This design comes from an exercise in tuning for small area and a short achievable clock period on the open sky130 flow, not from production work. RTL that was checked went through simulation tests only; none was proved equivalent to the original. Power figures rest on the tool's default switching activity, not on a simulated workload.

Setup of before:
==> module alu_instrmem_top, before the edit <==
module alu_instrmem_top(input clk,
        input reset,
        output [7:0] imem_addr,
        input [15:0] imem_data,
        output [9:0] dmem_addr,
        output [15:0] dmem_wdata,
        output dmem_we,
        input [15:0] dmem_rdata,
        output logic ovf_ctrl,
        output logic take_branch
    );
    wire [15:0] i = imem_data;
    wire [2:0] ra = i[9:7];
    wire [2:0] rb = i[4:2];
    wire f0 = i[15:13] == 3'b000;
    wire f2 = i[15:13] == 3'b010;
    wire f4 = i[15:13] == 3'b100;
    wire f6 = i[15:13] == 3'b110;
    wire f7 = i[15:13] == 3'b111;
    wire is_lw   = f2;
    wire is_sw   = f6 & (i[1:0] == 2'b00);
    wire is_beqz = f6 & (i[1:0] == 2'b01);
    wire is_bnez = f7;
    wire is_add  = f4 & (i[11:10] == 2'b01) & (i[1:0] == 2'b10);
    wire is_srai = f4 & (i[11:10] == 2'b01) & (i[1:0] == 2'b01);
    wire is_lgc  = f4 & (i[11:10] == 2'b11) & (i[6:5] != 2'b00);
    wire is_andi = f4 & (i[11:10] == 2'b10);
    wire is_addi = f0 & (i[1:0] == 2'b01);
    wire is_slli = f0 & (i[1:0] == 2'b10);
    wire we = is_lw | is_add | is_srai | is_lgc | is_andi | is_addi | is_slli;
    wire [2:0] wa = i[14] ? rb : ra;
    logic [15:0] R [0:7];
    logic [7:0] valid;
    logic [15:0] wd;
    always_ff @(posedge clk or posedge reset)
        if (reset) valid <= 8'd0;
        else if (we) valid[wa] <= 1'b1;
    always_ff @(posedge clk)
        if (we) R[wa] <= wd;
    wire [5:0] imm6 = {i[12], i[6:2]};
    logic [15:0] A, b;
    logic anz, amem;
    always_comb begin
        A = 16'd0;
        anz = 1'b0;
        amem = 1'b0;
        b = i[15] ? 16'd0 : {{10{i[12]}}, imm6};
        for (int k = 0; k < 8; k++) begin
            if (ra == k && valid[k]) begin
                A = A | R[k];
                anz = anz | (|R[k]);
                amem = amem | (~R[k][15] & (&R[k][14:7]));
            end
            if (rb == k && valid[k] && i[15]) b = b | R[k];
        end
    end
    wire [4:0] imm5 = {i[5], i[12], i[11:10], i[6]};
    logic [4:0] ap;
    logic [5:0] ac;
    pfx_add #(5, 3) addr_add (.a(A[6:2]), .b(imm5), .cin(1'b0), .p(ap), .c(ac));
    wire [4:0] alo = ap ^ ac[4:0];
    wire [2:0] ahi = A[9:7] + {2'b00, ac[5]};
    assign dmem_addr = {ahi, alo, A[1:0]};
    wire ovf_mem = amem & ac[5];
    logic [15:0] P;
    logic [16:0] C;
    pfx_add #(16, 4) main_add (.a(A), .b(b), .cin(1'b0), .p(P), .c(C));
    wire [15:0] sum = P ^ C[15:0];
    wire ovf_alu = ~P[15] & (C[15] ^ A[15]);
    assign ovf_ctrl = ((is_lw | is_sw) & ovf_mem) | ((is_add | is_addi) & ovf_alu);
    logic [15:0] lg;
    always_comb
        if (!i[10]) lg = {10'd0, A[5:0] & imm6};   
        else case (i[6:5])
            2'b11: lg = A & ~P;                     
            2'b10: lg = A | P;                      
            default: lg = P;                        
        endcase
    wire [5:0] sh = imm6;
    logic [15:0] Ar, x, y, yr;
    always_comb for (int k = 0; k < 16; k++) Ar[k] = A[15-k];
    assign x = i[15] ? A : Ar;                  
    wire fill = i[15] & A[15];
    wire [31:0] xs = {{16{fill}}, x} >> sh[3:0];
    assign y = (sh[5:4] != 2'b00) ? {16{fill}} : xs[15:0];
    always_comb for (int k = 0; k < 16; k++) yr[k] = y[15-k];
    always_comb
        if (i[14]) wd = dmem_rdata;                 
        else if (!i[15]) wd = i[1] ? yr : sum;      
        else if (!i[11]) wd = i[1] ? sum : y;       
        else wd = lg;                               
    assign dmem_we = is_sw;
    assign dmem_wdata = b;                      
    assign take_branch = (is_beqz & ~anz) | (is_bnez & anz);
    wire [7:0] off = {i[12], i[6:5], i[2], i[11:10], i[4:3]};
    wire [7:0] inc = take_branch ? off : 8'd1;
    logic [7:0] pc;
    always_ff @(posedge clk or posedge reset)
        if (reset) pc <= 8'd0;
        else pc <= pc + inc;
    assign imem_addr = pc;
endmodule
export LEC_CHECK = 0
export CAP_MARGIN = 20
export CORE_MARGIN = 2
export CORE_UTILIZATION = 40
export SETUP_SLACK_MARGIN = 4
export SLEW_MARGIN = 20
export TNS_END_PERCENT = 0
create_clock -name core_clock -period 10.0 [get_ports {clk}]
standard.sh (not shown) runs the stock make flow with config.mk's settings and CLKGATE_MAP_FILE= SYNTH_SCRIPT=/design/flow/synth_recipe.tcl, a recipe that flattens the netlist after the stock synthesis.
==> flow/flow/run.sh <==
#!/bin/bash
# Own layout flow: the standard synthesis, then the standard ORFS layout
# with port buffers that start at the smallest buffer (timing repair upsizes
# the ones that matter), a clock tree built from mid-size clock buffers
# without dummy loads. Each step's full output goes to a log file here.
set -euo pipefail
bash standard.sh synth > synth.log 2>&1
bash standard.sh \
  "BUFFER_PORTS_ARGS=-buffer_cell sky130_fd_sc_hd__buf_1" \
  "CTS_ARGS=-sink_clustering_enable -repair_clock_nets -dont_use_dummy_load -buf_list {sky130_fd_sc_hd__clkbuf_4 sky130_fd_sc_hd__clkbuf_8}" \
  finish > layout.log 2>&1
Edits applied to the flow inputs when going from before to after:
-- flow/design.v --
<<< before, line 72
    wire [5:0] imm6 = {i[12], i[6:2]};
    logic [15:0] A, b;
    logic anz, amem;
    always_comb begin
        A = 16'd0;
        anz = 1'b0;
        amem = 1'b0;
        b = i[15] ? 16'd0 : {{10{i[12]}}, imm6};
        for (int k = 0; k < 8; k++) begin
            if (ra == k && valid[k]) begin
                A = A | R[k];
                anz = anz | (|R[k]);
                amem = amem | (~R[k][15] & (&R[k][14:7]));
            end
            if (rb == k && valid[k] && i[15]) b = b | R[k];
        end
>>> after, line 72
    wire [5:0] imm6 = {i[12], i[6:2]};
    logic [15:0] A, b;
    always_comb begin
        A = 16'd0;
        b = i[15] ? 16'd0 : {{10{i[12]}}, imm6};
        for (int k = 0; k < 8; k++) begin
            if (ra == k && valid[k]) A = A | R[k];
            if (rb == k && valid[k] && i[15]) b = b | R[k];
        end
<<< before, line 94
    wire [2:0] ahi = A[9:7] + {2'b00, ac[5]};
    assign dmem_addr = {ahi, alo, A[1:0]};
    wire ovf_mem = amem & ac[5];
    logic [15:0] P;
    logic [16:0] C;
>>> after, line 87
    wire [2:0] ahi = A[9:7] + {2'b00, ac[5]};
    assign dmem_addr = {ahi, alo, A[1:0]};
    wire ovf_mem = ~A[15] & (&A[14:7]) & ac[5];
    logic [15:0] P;
    logic [16:0] C;
<<< before, line 101
    wire ovf_alu = ~P[15] & (C[15] ^ A[15]);
    assign ovf_ctrl = ((is_lw | is_sw) & ovf_mem) | ((is_add | is_addi) & ovf_alu);
    logic [15:0] lg;
    always_comb
        if (!i[10]) lg = {10'd0, A[5:0] & imm6};   
        else case (i[6:5])
            2'b11: lg = A & ~P;                     
            2'b10: lg = A | P;                      
            default: lg = P;                        
        endcase
    wire [5:0] sh = imm6;
    logic [15:0] Ar, x, y, yr;
>>> after, line 94
    wire ovf_alu = ~P[15] & (C[15] ^ A[15]);
    assign ovf_ctrl = ((is_lw | is_sw) & ovf_mem) | ((is_add | is_addi) & ovf_alu);
    wire t_g = i[10] & i[6];             
    wire t_p = i[10] & ~(i[6] & i[5]);   
    wire [15:0] lg = ({16{t_g}} & A & ~P) | ({16{t_p}} & P)
                   | {10'd0, {6{~i[10]}} & A[5:0] & imm6};
    wire [5:0] sh = imm6;
    logic [15:0] Ar, x, y, yr;
<<< before, line 117
    assign y = (sh[5:4] != 2'b00) ? {16{fill}} : xs[15:0];
    always_comb for (int k = 0; k < 16; k++) yr[k] = y[15-k];
    always_comb
        if (i[14]) wd = dmem_rdata;                 
        else if (!i[15]) wd = i[1] ? yr : sum;      
        else if (!i[11]) wd = i[1] ? sum : y;       
        else wd = lg;                               
    assign dmem_we = is_sw;
    assign dmem_wdata = b;                      
    assign take_branch = (is_beqz & ~anz) | (is_bnez & anz);
    wire [7:0] off = {i[12], i[6:5], i[2], i[11:10], i[4:3]};
    wire [7:0] inc = take_branch ? off : 8'd1;
>>> after, line 106
    assign y = (sh[5:4] != 2'b00) ? {16{fill}} : xs[15:0];
    always_comb for (int k = 0; k < 16; k++) yr[k] = y[15-k];
    wire s_rd  = i[14];                                       
    wire s_sum = ~i[14] & (i[15] ? (~i[11] & i[1]) : ~i[1]);  
    wire s_yr  = ~i[14] & ~i[15] & i[1];                      
    wire s_y   = ~i[14] & i[15] & ~i[11] & ~i[1];             
    wire s_lg  = ~i[14] & i[15] & i[11];                      
    assign wd = ({16{s_rd}} & dmem_rdata) | ({16{s_sum}} & sum) | ({16{s_yr}} & yr)
              | ({16{s_y}} & y) | ({16{s_lg}} & lg);
    assign dmem_we = is_sw;
    assign dmem_wdata = b;                      
    wire az = A == 16'd0;
    assign take_branch = (is_beqz & az) | (is_bnez & ~az);
    wire [7:0] off = {i[12], i[6:5], i[2], i[11:10], i[4:3]};
    wire [7:0] inc = take_branch ? off : 8'd1;
Notes after the runs:
- Routability congestion estimate (higher): after
- Per the comparison of after with before, setup slack down 0.40 ns; post-route minimum period up 0.40 ns; number of antenna violations at the first check in global routing flat.
- Taking before as the reference, in after layout buffer count excluding clock buffers went down about 17%; number of standard cells in the layout, taps in and fillers out went down about 13%; hold slack went down 0.017 ns.
- Note that the post-route cell area recorded for before amounts to 1.15 times the value seen in after.
- Between before and after, global-route wire length before repair decreased.
- The H-tree level count on after is in line with that on before.
- Going from before to after, synthesis-to-layout area growth lost 5.8 points, power dropped 12%, combinational power decreased by about 24% relative to the old numbers, net switching power has decreased.
No functional check of the RTL was part of any run of this note.

The RTL this note starts from:
==> flow/design.v <==
`timescale 1ns / 1ps
module pfx_add #(parameter W = 16, parameter L = 4) (    
    input  logic [W-1:0] a,
    input  logic [W-1:0] b,
    output logic [W-1:0] p,       
    output logic [W:0]   c        
);
    logic [W-1:0] g [0:L];
    logic [W-1:0] q [0:L];
    assign p = a ^ b;
    always_comb begin
        g[0] = a & b;
        q[0] = p;
        q[0][0] = 1'b0;       
        for (int l = 0; l < L; l++) begin
            for (int k = 0; k < W; k++) begin
                if (((k >> l) & 1) == 1) begin
                    g[l+1][k] = g[l][k] | (q[l][k] & g[l][((k >> l) << l) - 1]);
                    q[l+1][k] = q[l][k] & q[l][((k >> l) << l) - 1];
                end else begin
                    g[l+1][k] = g[l][k];
                    q[l+1][k] = q[l][k];
                end
            end
        end
        c[0] = 1'b0;
        for (int k = 0; k < W; k++) c[k+1] = g[L][k];
    end
endmodule
module agu(
    input  logic [15:0] A,
    input  logic [4:0]  imm5,
    output logic [9:0]  addr,
    output logic        ovf
);
    logic [4:0] ap;
    logic [5:0] ac;
    pfx_add #(5, 3) addr_add (.a(A[6:2]), .b(imm5), .p(ap), .c(ac));
    wire [4:0] alo = ap ^ ac[4:0];
    wire [2:0] ahi1 = A[9:7] + 3'd1;
    wire [2:0] ahi = ac[5] ? ahi1 : A[9:7];    
    assign addr = {ahi, alo, A[1:0]};
    assign ovf = ~A[15] & (&A[14:7]) & ac[5];
endmodule
`timescale 1ns / 1ps
module alu_instrmem_top(input clk,
        input reset,
        output [7:0] imem_addr,
        input [15:0] imem_data,
        output [9:0] dmem_addr,
        output [15:0] dmem_wdata,
        output dmem_we,
        input [15:0] dmem_rdata,
        output logic ovf_ctrl,
        output logic take_branch
    );
    wire [15:0] i = imem_data;
    wire [2:0] ra = i[9:7];
    wire [2:0] rb = i[4:2];
    wire f0 = i[15:13] == 3'b000;
    wire f2 = i[15:13] == 3'b010;
    wire f4 = i[15:13] == 3'b100;
    wire f6 = i[15:13] == 3'b110;
    wire f7 = i[15:13] == 3'b111;
    wire is_lw   = f2;
    wire is_sw   = f6 & (i[1:0] == 2'b00);
    wire is_beqz = f6 & (i[1:0] == 2'b01);
    wire is_bnez = f7;
    wire is_add  = f4 & (i[11:10] == 2'b01) & (i[1:0] == 2'b10);
    wire is_srai = f4 & (i[11:10] == 2'b01) & (i[1:0] == 2'b01);
    wire is_lgc  = f4 & (i[11:10] == 2'b11) & (i[6:5] != 2'b00);
    wire is_andi = f4 & (i[11:10] == 2'b10);
    wire is_addi = f0 & (i[1:0] == 2'b01);
    wire is_slli = f0 & (i[1:0] == 2'b10);
    wire we = is_lw | is_add | is_srai | is_lgc | is_andi | is_addi | is_slli;
    wire [2:0] wa = i[14] ? rb : ra;
    logic [15:0] R [0:7];
    logic [7:0] valid;
    logic [15:0] wd;
    always_ff @(posedge clk or posedge reset)
        if (reset) valid <= 8'd0;
        else if (we) valid[wa] <= 1'b1;
    always_ff @(posedge clk)
        if (we) R[wa] <= wd;
    wire [5:0] imm6 = {i[12], i[6:2]};
    logic [15:0] A, b;
    always_comb begin
        b = i[15] ? 16'd0 : {{10{i[12]}}, imm6};
        for (int k = 0; k < 8; k++)
            if (rb == k && valid[k] && i[15]) b = b | R[k];
        A = 16'd0;
        for (int k = 0; k < 8; k++)
            if (ra == k && valid[k]) A = A | R[k];
    end
    wire [4:0] imm5 = {i[5], i[12], i[11:10], i[6]};
    logic ovf_mem;
    agu u_agu (.A(A), .imm5(imm5), .addr(dmem_addr), .ovf(ovf_mem));
    logic [15:0] P;
    logic [16:0] C;
    pfx_add #(16, 4) main_add (.a(A), .b(b), .p(P), .c(C));
    wire [15:0] sum = P ^ C[15:0];
    wire ovf_alu = ~P[15] & (C[15] ^ A[15]);
    assign ovf_ctrl = ((is_lw | is_sw) & ovf_mem) | ((is_add | is_addi) & ovf_alu);
    wire t_g = i[10] & i[6];             
    wire t_p = i[10] & ~(i[6] & i[5]);   
    wire [15:0] lg = (A & ({16{t_g}} & ~P)) | ({16{t_p}} & P)
                   | {10'd0, {6{~i[10]}} & A[5:0] & imm6};
    wire [5:0] sh = imm6;
    logic [15:0] Ar, x, y, yr;
    always_comb for (int k = 0; k < 16; k++) Ar[k] = A[15-k];
    assign x = i[15] ? A : Ar;                  
    wire fill = i[15] & A[15];
    wire [31:0] xs = {{16{fill}}, x} >> sh[3:0];
    assign y = (sh[5:4] != 2'b00) ? {16{fill}} : xs[15:0];
    always_comb for (int k = 0; k < 16; k++) yr[k] = y[15-k];
    wire s_rd  = i[14];                                       
    wire s_sum = ~i[14] & (i[15] ? (~i[11] & i[1]) : ~i[1]);  
    wire s_yr  = ~i[14] & ~i[15] & i[1];                      
    wire s_y   = ~i[14] & i[15] & ~i[11] & ~i[1];             
    wire s_lg  = ~i[14] & i[15] & i[11];                      
    assign wd = ({16{s_rd}} & dmem_rdata) | ({16{s_sum}} & sum) | ({16{s_yr}} & yr)
              | ({16{s_y}} & y) | ({16{s_lg}} & lg);
    assign dmem_we = is_sw;
    assign dmem_wdata = b;                      
    wire az = A == 16'd0;
    assign take_branch = (is_beqz & az) | (is_bnez & ~az);
    wire [7:0] off = {i[12], i[6:5], i[2], i[11:10], i[4:3]};
    wire [7:0] inc = take_branch ? off : 8'd1;
    logic [7:0] pc;
    always_ff @(posedge clk or posedge reset)
        if (reset) pc <= 8'd0;
        else pc <= pc + inc;
    assign imem_addr = pc;
endmodule
Settings: LEC_CHECK=0, CAP_MARGIN=20, CORE_MARGIN=2, CORE_UTILIZATION=40, SETUP_SLACK_MARGIN=4, SLEW_MARGIN=20, SYNTH_HIERARCHICAL=1, SYNTH_MINIMUM_KEEP_SIZE=0, TNS_END_PERCENT=0; clock period 10.0 ns.
==> flow/flow/run.sh <==
#!/bin/bash
# Own layout flow: the standard synthesis, then the standard ORFS layout
# with port buffers that start at the smallest buffer (timing repair upsizes
# the ones that matter), a clock tree built from mid-size clock buffers
# without dummy loads, and setup repair by cell sizing and pin swaps only
# (no inserted buffers or cloned gates). Each step's full output goes to a
# log file here.
set -euo pipefail
bash standard.sh synth > synth.log 2>&1
bash standard.sh \
  "BUFFER_PORTS_ARGS=-buffer_cell sky130_fd_sc_hd__buf_1" \
  "CTS_ARGS=-sink_clustering_enable -repair_clock_nets -dont_use_dummy_load -buf_list {sky130_fd_sc_hd__clkbuf_4 sky130_fd_sc_hd__clkbuf_8}" \
  "SETUP_MOVE_SEQUENCE=unbuffer,sizeup,swap" \
  finish > layout.log 2>&1
Next try:
--- a/flow/design.v
+++ b/flow/design.v
@@ -25,23 +25,8 @@
         end
         c[0] = 1'b0;
         for (int k = 0; k < W; k++) c[k+1] = g[L][k];
     end
-endmodule
-module agu(
-    input  logic [15:0] A,
-    input  logic [4:0]  imm5,
-    output logic [9:0]  addr,
-    output logic        ovf
-);
-    logic [4:0] ap;
-    logic [5:0] ac;
-    pfx_add #(5, 3) addr_add (.a(A[6:2]), .b(imm5), .p(ap), .c(ac));
-    wire [4:0] alo = ap ^ ac[4:0];
-    wire [2:0] ahi1 = A[9:7] + 3'd1;
-    wire [2:0] ahi = ac[5] ? ahi1 : A[9:7];    
-    assign addr = {ahi, alo, A[1:0]};
-    assign ovf = ~A[15] & (&A[14:7]) & ac[5];
 endmodule
 `timescale 1ns / 1ps
 module alu_instrmem_top(input clk,
         input reset,
@@ -92,10 +77,16 @@
         for (int k = 0; k < 8; k++)
             if (ra == k && valid[k]) A = A | R[k];
     end
     wire [4:0] imm5 = {i[5], i[12], i[11:10], i[6]};
-    logic ovf_mem;
-    agu u_agu (.A(A), .imm5(imm5), .addr(dmem_addr), .ovf(ovf_mem));
+    logic [4:0] ap;
+    logic [5:0] ac;
+    pfx_add #(5, 3) addr_add (.a(A[6:2]), .b(imm5), .p(ap), .c(ac));
+    wire [4:0] alo = ap ^ ac[4:0];
+    wire [2:0] ahi1 = A[9:7] + 3'd1;
+    wire [2:0] ahi = ac[5] ? ahi1 : A[9:7];    
+    assign dmem_addr = {ahi, alo, A[1:0]};
+    wire ovf_mem = ~A[15] & (&A[14:7]) & ac[5];
     logic [15:0] P;
     logic [16:0] C;
     pfx_add #(16, 4) main_add (.a(A), .b(b), .p(P), .c(C));
     wire [15:0] sum = P ^ C[15:0];
Result: Synthesized area is about the same; power is higher by about 2.7%; non-clock buffer count shrinks by 9; worst setup slack gets better by 270 ps; via count went down by 0.78%; synthesized cell count falls by about 2%; die area barely changes; utilization barely changes; wire length goes up by about 7%.
The RTL of the first run of this note was laid out without a check of its function.

[port drivers added, routing unchanged]
No port has a modelled driver above. Below, the same layouts with a new extraction and two added sets of constraints.
Step 1 assumes that a clkbuf_16 drives the clock port and a buf_2 every other input.
Step 2 adds t to the input delays and takes it off the output delays; t is the mean of the earliest and latest rising clock arrival at the registers after step 1. Input paths then give back, and output paths get back, about the clock's delay inside the block.
a / b / c = ideal / step 1 / step 2; a / b = the first two.
run | t, ns | setup slack, ns | hold slack, ns
before | 0.502 | 2.778 / 2.735 / 2.735 | 0.518 / 0.518 / 0.518
after | 0.488 | 2.381 / 2.350 / 2.350 | 0.501 / 0.501 / 0.501
the first run of note 2 | 0.504 | 2.402 / 2.358 / 2.358 | 0.512 / 0.512 / 0.512
the second run of note 2 | 0.480 | 2.674 / 2.608 / 2.608 | 0.512 / 0.512 / 0.512
After both steps setup and hold are still met in every run listed. The setup slack of the second run of note 2, which loses most, moves by -0.066 ns with the drivers and by -0.066 ns with both steps.
